Source: an optimization exercise on an open RTL-to-GDS flow (aim: small area, a short achievable clock period and few clock cycles). Production flows keep margins and buffers that such runs may drop.
Function was checked by simulation only, so behaviour that the tests miss may differ from the original.

==> inputs of run a <==
==> flow/design.v (excerpt) <==
module Milestone1 (
	input  logic        Clock,
	input  logic        Resetn,
	input  logic        Enable,
	output logic [17:0] SRAM_address,
	input  logic [15:0] SRAM_read_data,
	output logic [15:0] SRAM_write_data,
	output logic        SRAM_we_n
);
localparam [17:0] U_BASE   = 18'd38400;
localparam [17:0] V_BASE   = 18'd57600;
localparam [17:0] RGB_BASE = 18'd146944;
logic       busy, first, oddB;
logic [7:0] col;
logic [3:0] ph;
logic [15:0] p;    
logic [17:0] wa;   
logic [7:0] wU [0:5];
logic [7:0] wV [0:5];
logic [7:0] hU, vh1, vh2;
logic [15:0] Yh;
logic [7:0] B0h, G1h, B1h;
wire [7:0] rd_hi = SRAM_read_data[15:8];
wire [7:0] rd_lo = SRAM_read_data[7:0];
logic selV;   
wire [7:0] fa = selV ? wV[0] : wU[0];
wire [7:0] fb = selV ? wV[1] : wU[1];
wire [7:0] fc = selV ? wV[2] : wU[2];
wire [7:0] fd = selV ? wV[3] : wU[3];
wire [7:0] fe = selV ? wV[4] : wU[4];
wire [7:0] ff = selV ? wV[5] : wU[5];
logic [8:0] s1, s2, s3;
always_ff @(posedge Clock) begin
	s1 <= fa + ff;
	s2 <= fb + fe;
	s3 <= fc + fd;
end
wire tf_0 = s1[7] ^ s1[5];
wire tf_1 = s1[7] & s1[5];
wire tf_2 = s1[8] ^ s1[6];
wire tf_3 = s1[8] & s1[6];
wire tf_4 = s1[5] ^ s1[3];
wire tf_5 = s1[5] & s1[3];
wire tf_6 = s1[6] ^ s1[4] ^ s1[2];
wire tf_7 = (s1[6] & s1[4]) | (s1[6] & s1[2]) | (s1[4] & s1[2]);
wire tf_8 = s2[4] ^ s2[0] ^ s3[6];
wire tf_9 = (s2[4] & s2[0]) | (s2[4] & s3[6]) | (s2[0] & s3[6]);
wire tf_10 = tf_0 ^ s1[3] ^ s2[3];
wire tf_11 = (tf_0 & s1[3]) | (tf_0 & s2[3]) | (s1[3] & s2[3]);
wire tf_12 = s2[5] ^ s2[1] ^ s3[7];
wire tf_13 = (s2[5] & s2[1]) | (s2[5] & s3[7]) | (s2[1] & s3[7]);
wire tf_14 = s3[2] ^ s3[0];
wire tf_15 = s3[2] & s3[0];
wire tf_16 = tf_1 ^ tf_2 ^ s1[4];
wire tf_17 = (tf_1 & tf_2) | (tf_1 & s1[4]) | (tf_2 & s1[4]);
wire tf_18 = s2[4] ^ s3[3] ^ s3[1];
wire tf_19 = (s2[4] & s3[3]) | (s2[4] & s3[1]) | (s3[3] & s3[1]);
wire tf_20 = s2[6] ^ s2[2] ^ s3[8];
wire tf_21 = (s2[6] & s2[2]) | (s2[6] & s3[8]) | (s2[2] & s3[8]);
wire tf_22 = tf_3 ^ s1[7] ^ s1[5];
wire tf_23 = (tf_3 & s1[7]) | (tf_3 & s1[5]) | (s1[7] & s1[5]);
wire tf_24 = s2[5] ^ s3[4] ^ s3[2];
wire tf_25 = (s2[5] & s3[4]) | (s2[5] & s3[2]) | (s3[4] & s3[2]);
  ...
export LEC_CHECK = 0
export CAP_MARGIN = 20
export CORE_MARGIN = 2
export CORE_UTILIZATION = 60
export CTS_BUF_LIST = sky130_fd_sc_hd__clkbuf_4 sky130_fd_sc_hd__clkbuf_8
export PLACE_DENSITY = 0.75
export SETUP_SLACK_MARGIN = 5
export SLEW_MARGIN = 20
create_clock -name core_clock -period 12.0 [get_ports {Clock}]
run.sh (not shown) runs the stock make flow with config.mk's settings and CLKGATE_MAP_FILE= SYNTH_SCRIPT=/design/flow/synth_recipe.tcl, a recipe that flattens the netlist after the stock synthesis.
==> run b: changes against run a <==
--- a/flow/config.mk
+++ b/flow/config.mk
@@ -8,7 +8,6 @@
 export CAP_MARGIN = 20
 export CORE_MARGIN = 2
-export CORE_UTILIZATION = 60
-export CTS_BUF_LIST = sky130_fd_sc_hd__clkbuf_4 sky130_fd_sc_hd__clkbuf_8
-export PLACE_DENSITY = 0.75
+export CORE_UTILIZATION = 75
+export PLACE_DENSITY = 0.85
 export SETUP_SLACK_MARGIN = 5
 export SLEW_MARGIN = 20
==> run notes <==
quantity                                                                        run b               run a
Required time of the critical path                                           12.46 ns            12.53 ns
Final net count                                                                  2783                2811
CTS H-tree depth                                                                    2                   3
X dimension of the die                                                         188 um              210 um
Result of the run                                    no timing/DRC/antenna violations  no timing/DRC/antenna violations
Beginning of the worst hold path                                   wV[4][5]$_DFFE_PP_  wU[5][2]$_DFFE_PP_
Fraction of final layout cells with drive strength greater than 1              0.0686              0.0891
Utilization after layout                                                        0.832               0.671
Placer congestion estimate                                                      0.939               0.957
Buf+Inv Stages, Crit Path                                                           2                   3
Final critical-path setup slack                                               7.85 ns             7.87 ns
Met2 global-route usage                                                         0.569               0.430
Total length of routed met3 wires                                             4580 um             3010 um
Depth of the worst register-to-register path                                       10                  13
Via count of the routed design                                                  16700               16200
Minimum clock period after layout                                             4.15 ns             4.13 ns
Post-synthesis to final-layout area growth                                      9.50%               10.8%
Worst-margin pin slew                                                         1.16 ns             1.09 ns
Placed Instance Area                                                        26400 um2           26500 um2
Total number of tap cells                                                         448                 539
Global-route wire length before repair                                       93200 um            89600 um
Clock buffer count from CTS                                                        43                  71
Maximum fanout along the worst path                                                 8                  10
Testbench counts of run a, summed over its fixed seeds: cycles 1,545,712.
Testbench counts of run b, summed over its fixed seeds: cycles 1,545,712.

* * *

==> 10-27: inputs <==
Milestone1 again, from the RTL that the note above started with.
make LEC_CHECK=0 CAP_MARGIN=20 CORE_MARGIN=2 CORE_UTILIZATION=60 PLACE_DENSITY=0.75 SETUP_SLACK_MARGIN=5 SLEW_MARGIN=20 finish   # period 12.0 ns
==> 09-13: changes against 10-27 <==
==> flow/flow/run.sh (new file) <==
#!/bin/bash
set -euo pipefail
sed 's/SETUP_SLACK_MARGIN=5 /SETUP_SLACK_MARGIN=8.6 /' standard.sh > standard_margin.sh
grep -q 'SETUP_SLACK_MARGIN=8.6 ' standard_margin.sh
bash standard_margin.sh > standard_margin.log 2>&1
==> flow/standard.sh (new file) <==
#!/bin/bash
# synth_recipe.tcl (not shown) runs the flow's synth.tcl, then flattens the netlist and writes it again
# the make line also repeats each setting of config.mk as NAME=value (left out here)
make -C /OpenROAD-flow-scripts/flow DESIGN_CONFIG=/design/flow/config.mk WORK_HOME=/design/flow/orfs CLKGATE_MAP_FILE= SYNTH_SCRIPT=/design/flow/synth_recipe.tcl "${@:-finish}"
--- a/flow/config.mk
+++ b/flow/config.mk
@@ -4,10 +4,12 @@
 export VERILOG_FILES = /design/flow/design.v
 export SDC_FILE = /design/flow/constraint.sdc
 export NUM_CORES = 4
 export LEC_CHECK = 0
 export CAP_MARGIN = 20
 export CORE_MARGIN = 2
 export CORE_UTILIZATION = 60
+export CTS_CLUSTER_DIAMETER = 60
+export CTS_CLUSTER_SIZE = 30
 export PLACE_DENSITY = 0.75
 export SETUP_SLACK_MARGIN = 5
 export SLEW_MARGIN = 20
removed: flow/run.sh
==> 06-14: changes against 10-27 <==
--- a/flow/design.v
+++ b/flow/design.v
@@ -8,23 +8,24 @@
 	input  logic [15:0] SRAM_read_data,
 	output logic [15:0] SRAM_write_data,
 	output logic        SRAM_we_n
 );
 localparam [17:0] U_BASE   = 18'd38400;
 localparam [17:0] V_BASE   = 18'd57600;
 localparam [17:0] RGB_BASE = 18'd146944;
-logic       busy, first, oddB;
+logic       busy, first;
 logic [7:0] col;
 logic [3:0] ph;
 logic [15:0] p;    
 logic [17:0] wa;   
 logic [7:0] wU [0:5];
 logic [7:0] wV [0:5];
 logic [7:0] hU, vh1, vh2;
 logic [15:0] Yh;
+logic signed [8:0] FU;
 logic [7:0] B0h, G1h, B1h;
 wire [7:0] rd_hi = SRAM_read_data[15:8];
 wire [7:0] rd_lo = SRAM_read_data[7:0];
 logic selV;   
 wire [7:0] fa = selV ? wV[0] : wU[0];
 wire [7:0] fb = selV ? wV[1] : wU[1];
 wire [7:0] fc = selV ? wV[2] : wU[2];
@@ -198,36 +199,27 @@
 wire tf_158 = ~s2[7];
 wire tf_159 = tf_119 ^ tf_120 ^ tf_158;
 wire tf_160 = (tf_119 & tf_120) | (tf_119 & tf_158) | (tf_120 & tf_158);
 wire tf_161 = tf_121 ^ s2[8] ^ s3[8];
 wire tf_162 = (tf_121 & s2[8]) | (tf_121 & s3[8]) | (s2[8] & s3[8]);
 wire [16:0] tf_a = {tf_162, tf_160, tf_157, tf_154, tf_151, tf_148, tf_145, tf_142, tf_139, tf_136, tf_133, tf_130, ~tf_128, tf_125, tf_123, ~s3[0], s3[0]};
 wire [16:0] tf_b = {~s2[8], tf_161, tf_159, tf_156, tf_153, tf_150, tf_147, tf_144, tf_141, tf_138, tf_135, tf_132, tf_129, ~tf_127, tf_124, ~tf_122, s1[0]};
-wire [8:0] fl = {1'b0, tf_a[7:0]} + {1'b0, tf_b[7:0]};
-logic [8:0] FUa, FUb, FVa, FVb;
-logic FUc, FVc;
-always_ff @(posedge Clock) begin
-	if (ph == 4'd1) begin
-		FUa <= tf_a[16:8]; FUb <= tf_b[16:8]; FUc <= fl[8];
-	end
-	FVa <= tf_a[16:8]; FVb <= tf_b[16:8]; FVc <= fl[8];
-end
-wire [8:0] FU = FUa + FUb + {8'd0, FUc};
-wire [8:0] FV = FVa + FVb + {8'd0, FVc};
+wire [16:0] FS = tf_a + tf_b;
+wire signed [8:0] fout = FS[16:8];
 logic [7:0] py;
 logic signed [8:0] pu, pv;
 always_ff @(posedge Clock) begin
 	if (selV) begin
 		py <= Yh[15:8];
 		pu <= {~wU[2][7], ~wU[2][7], wU[2][6:0]};
 		pv <= {~wV[2][7], ~wV[2][7], wV[2][6:0]};
 	end else begin
 		py <= Yh[7:0];
 		pu <= FU;
-		pv <= FV;
+		pv <= fout;
 	end
 end
 wire txr_0 = py[5] ^ py[3];
 wire txr_1 = py[5] & py[3];
 wire txr_2 = py[6] ^ py[4] ^ py[2];
 wire txr_3 = (py[6] & py[4]) | (py[6] & py[2]) | (py[4] & py[2]);
 wire txr_4 = py[7] ^ py[5] ^ py[3];
@@ -867,121 +859,111 @@
 function automatic [7:0] clampc(input [10:0] x);
 	clampc = x[10] ? 8'd0 : (|x[9:8]) ? 8'd255 : x[7:0];
 endfunction
 wire [7:0] Ro = Nv ? 8'd0 : clampc(XR);
 wire [7:0] Go = (Nu | Nv) ? 8'd0 : clampc(XG);
 wire [7:0] Bo = Nu ? 8'd0 : clampc(XB);
 wire c159   = (col == 8'd159);
-wire c0     = (col == 8'd0);
 wire ceven  = ~col[0];
 wire last_ph = c159 ? (ph == 4'd9) : (ph == 4'd4);
 wire [7:0] ncol = last_ph ? (c159 ? 8'd0 : col + 8'd1) : col;
 wire [3:0] nph  = last_ph ? 4'd0 : ph + 4'd1;
 wire nc159 = (ncol == 8'd159);
-wire last_n = nc159 ? (nph == 4'd9) : (nph == 4'd4);
-wire [7:0] nncol = last_n ? (nc159 ? 8'd0 : ncol + 8'd1) : ncol;
-wire [3:0] nnph  = last_n ? 4'd0 : nph + 4'd1;
-wire nnc159 = (nncol == 8'd159);
-logic nwrite, nreadY, nreadU;
-logic [1:0] uvoff;    
-always_ff @(posedge Clock) begin
-	if (~busy) begin
-		nwrite <= 1'b1;     
-		nreadY <= 1'b0;
-		nreadU <= 1'b0;
-		uvoff <= 2'd0;
-	end else begin
-		nwrite <= (nnph == 4'd1) | (nnph == 4'd2) | (nnph == 4'd4);
-		nreadY <= (nnph == 4'd3 & ~nnc159) | (nnph == 4'd8);
-		nreadU <= (nnph == 4'd0 & (nnc159 | ~nncol[0] & nncol <= 8'd154)) | (nnph == 4'd5);
-		uvoff <= (nnc159 & (nnph == 4'd0 | nnph == 4'd3)) ? 2'd0 : (nnph == 4'd5 | nnph == 4'd7) ? 2'd1 : 2'd2;
-	end
-end
+wire nwrite = (nph == 4'd0) | (nph == 4'd1) | (nph == 4'd4);
+wire nreadY = (nph == 4'd3 & ~nc159) | (nph == 4'd8);
+wire nreadU = (nph == 4'd2 & (nc159 | ~ncol[0] & ncol <= 8'd154)) | (nph == 4'd6);
+wire nreadV = (nph == 4'd3 & nc159) | (nph == 4'd2 & ncol[0] & ncol <= 8'd153) | (nph == 4'd7) | (nph == 4'd9);
+wire [1:0] uvoff = (nc159 & (nph == 4'd2 | nph == 4'd3)) ? 2'd0 : (nph == 4'd6 | nph == 4'd7) ? 2'd1 : 2'd2;
 wire [17:0] uvaddr = (nreadU ? U_BASE : V_BASE) + {16'd0, uvoff} + {3'd0, p[15:1]};
 always_ff @(posedge Clock or negedge Resetn) begin
 	if (~Resetn) begin
 		busy <= 1'b0;
 		SRAM_we_n <= 1'b1;
 	end else begin
 		if (~busy) begin
 			SRAM_we_n <= 1'b1;
 			if (Enable) busy <= 1'b1;
 		end else begin
 			SRAM_we_n <= ~(nwrite & ~first);
-			if (ph == 4'd2 & c0 & wa == 18'd0) begin
+			if (ph == 4'd1 & col == 8'd0 & wa == 18'd0) begin
 				busy <= 1'b0;
 				SRAM_we_n <= 1'b1;
 			end
 		end
 	end
 end
 always_ff @(posedge Clock) begin
 	if (~busy) begin
 		col <= 8'd159;
-		ph <= 4'd0;
+		ph <= 4'd2;
 		p <= 16'd0;
-		wa <= RGB_BASE - 18'd5;
+		wa <= RGB_BASE - 18'd3;
 		first <= 1'b1;
 		selV <= 1'b0;
-		oddB <= 1'b0;
 		SRAM_address <= U_BASE;
 	end else begin
 		col <= ncol;
 		ph <= nph;
 		selV <= (nph == 4'd1);
-		oddB <= (ph == 4'd4);
-		if (ph == 4'd1 & c0) first <= 1'b0;
+		if (ph == 4'd0 & col == 8'd0) first <= 1'b0;
 		if (nwrite) begin
 			SRAM_address <= wa;
 			wa <= wa + 18'd1;
 		end else if (nreadY) begin
 			SRAM_address <= {2'b00, p};
 			p <= p + 16'd1;
 		end else begin
 			SRAM_address <= uvaddr;    
 		end
 	end
 end
 wire cle153 = (col <= 8'd153);
 wire cle154 = (col <= 8'd154);
 wire cle155 = (col <= 8'd155);
-wire rsU = c159 & (ph >= 4'd2) & (ph != 4'd6) & (ph != 4'd9);
+wire c0 = (col == 8'd0);
+wire rsU = c159 & (ph >= 4'd4);
 wire rsV = c159 & (ph >= 4'd5) | c0 & (ph == 4'd0);
-wire shU = (ph == 4'd2) | rsU;
-wire shV = (ph == 4'd2) & ~c159 | rsV;
-wire uhi  = c159 ? (ph == 4'd2 | ph == 4'd7) : (ceven & cle154);
-wire urep = c159 ? (ph == 4'd3 | ph == 4'd4) : ~cle155;
+wire shU = (ph == 4'd4) | rsU;
+wire shV = (ph == 4'd4) & ~c159 | rsV;
+wire uhi  = rsU ? (ph == 4'd4 | ph == 4'd8) : (ceven & cle154);
+wire urep = rsU ? (ph == 4'd5 | ph == 4'd6) : ~cle155;
 wire vhi  = rsV & (ph == 4'd5 | ph == 4'd9);
 wire vrep = rsV ? (ph == 4'd6 | ph == 4'd7) : ~cle155;
 wire [7:0] srcU = uhi ? rd_hi : (urep ? wU[5] : hU);
 wire [7:0] srcV = vhi ? rd_hi : (vrep ? wV[5] : vh1);
 always_ff @(posedge Clock) begin
 	if (shU) begin
 		wU[0] <= wU[1]; wU[1] <= wU[2]; wU[2] <= wU[3]; wU[3] <= wU[4]; wU[4] <= wU[5]; wU[5] <= srcU;
 		if (uhi) hU <= rd_lo;
 	end
 	if (shV) begin
 		wV[0] <= wV[1]; wV[1] <= wV[2]; wV[2] <= wV[3]; wV[3] <= wV[4]; wV[4] <= wV[5]; wV[5] <= srcV;
 	end
-	if ((ph == 4'd2 & ~ceven & cle153) | (c0 & ph == 4'd1)) begin
+	if ((ph == 4'd4 & ~ceven & cle153) | (c0 & ph == 4'd1)) begin
 		vh1 <= rd_hi;
 		vh2 <= rd_lo;
 	end else if (vhi) begin
 		vh1 <= rd_lo;
-	end else if (ph == 4'd2 & ceven & cle154) begin
+	end else if (ph == 4'd4 & ceven & cle154) begin
 		vh1 <= vh2;
 	end
 end
 always_ff @(posedge Clock) begin
-	if (ph == 4'd0) Yh <= SRAM_read_data;
-	if (ph == 4'd3) begin
-		SRAM_write_data <= {Ro, Go};
-		B0h <= Bo;
-	end else if (oddB) begin
+	FU <= fout;
+	B0h <= Bo;
+end
+always_ff @(posedge Clock) begin
+	case (ph)
+	4'd0: begin
+		Yh <= SRAM_read_data;
+		SRAM_write_data <= {G1h, B1h};
+	end
+	4'd3: SRAM_write_data <= {Ro, Go};
+	4'd4: begin
 		SRAM_write_data <= {B0h, Ro};
 		G1h <= Go;
 		B1h <= Bo;
-	end else if (ph == 4'd1) begin
-		SRAM_write_data <= {G1h, B1h};
 	end
+	default: ;
+	endcase
 end
 endmodule
==> flow/config.mk (replaced) <==
export PLATFORM = sky130hd
export DESIGN_NAME = Milestone1
export DESIGN_NICKNAME = Milestone1
export VERILOG_FILES = /design/flow/design.v
export SDC_FILE = /design/flow/constraint.sdc
export NUM_CORES = 4
export LEC_CHECK = 0
export CAP_MARGIN = 20
export CORE_MARGIN = 2
export CORE_UTILIZATION = 40
export PLACE_DENSITY = 0.6
export SETUP_SLACK_MARGIN = 5
export SLEW_MARGIN = 20
==> qor summary <==
Average wire per standard cell: 09-13 19.4 um; 10-27 19.4 um; 06-14 18.1 um
Logic inverters: 09-13 415; 10-27 415; 06-14 394
Global placement routability congestion: 09-13 0.920; 10-27 0.957; 06-14 0.879
Clock-pin slew of the registers on the worst-case setup and hold paths: 09-13 0.10 ns; 10-27 0.06 ns; 06-14 0.06 ns
Hold Slack: 09-13 0.440 ns; 10-27 0.439 ns; 06-14 0.435 ns
Synth Area in XOR/XNOR: 09-13 2.97%; 10-27 2.97%; 06-14 2.91%
Critical setup path kind: 09-13 flip-flop to output port; 10-27 flip-flop to flip-flop; 06-14 flip-flop to flip-flop
Slowest stage cell on the critical path: 09-13 sky130_fd_sc_hd__dfstp_2; 10-27 sky130_fd_sc_hd__dfxtp_1; 06-14 sky130_fd_sc_hd__inv_2
Area share of fa/ha/maj cells after synthesis: 09-13 30.4%; 10-27 30.4%; 06-14 31.5%
Buffers & Inverters on Critical Path: 09-13 1; 10-27 3; 06-14 3
Result of the run: 09-13 no timing/DRC/antenna violations; 10-27 no timing/DRC/antenna violations; 06-14 no timing/DRC/antenna violations
Sum of routed wire segments on met1: 09-13 24500 um; 10-27 24200 um; 06-14 24000 um
Synthesized area per cell: 09-13 11.3 um^2; 10-27 11.3 um^2; 06-14 11.5 um^2
Flip-flop and latch share of the layout cell area: 09-13 36.0%; 10-27 36.1%; 06-14 34.2%
Final period utilization: 09-13 30.1%; 10-27 33.8%; 06-14 44.5%
Testbench counts of 10-27, summed over its fixed seeds: cycles 1,545,712.
Testbench counts of 09-13, summed over its fixed seeds: cycles 1,545,712.
Testbench counts of 06-14, summed over its fixed seeds: cycles 1,545,688.

[afterwards: timing with drivers on the ports]
The results above use ideal ports. As a check the final layouts listed here were re-extracted and re-timed, cells and wires unchanged. Step 1 sets driving cells, clkbuf_16 on the clock port and buf_2 on the other inputs (assumed; they add their load-dependent delay and slew). Step 2 also shifts input and output timing later by t, the mid clock arrival at the registers, as if the neighbouring blocks saw the same clock. a / b / c = ideal ports / drivers / drivers and shift; a / b = the first two.
run	shift t [ns]	setup slack, ns	worst setup path at the end
run a	0.691	7.867 / 7.842 / 7.867	register to register
run b	0.605	7.854 / 7.854 / 7.854	register to register
10-27	0.637	7.941 / 7.923 / 7.941	register to register
09-13	0.654	8.382 / 8.324 / 8.458	input to register
06-14	0.615	6.664 / 6.664 / 6.664	register to register
After both steps setup and hold are still met in every run listed.
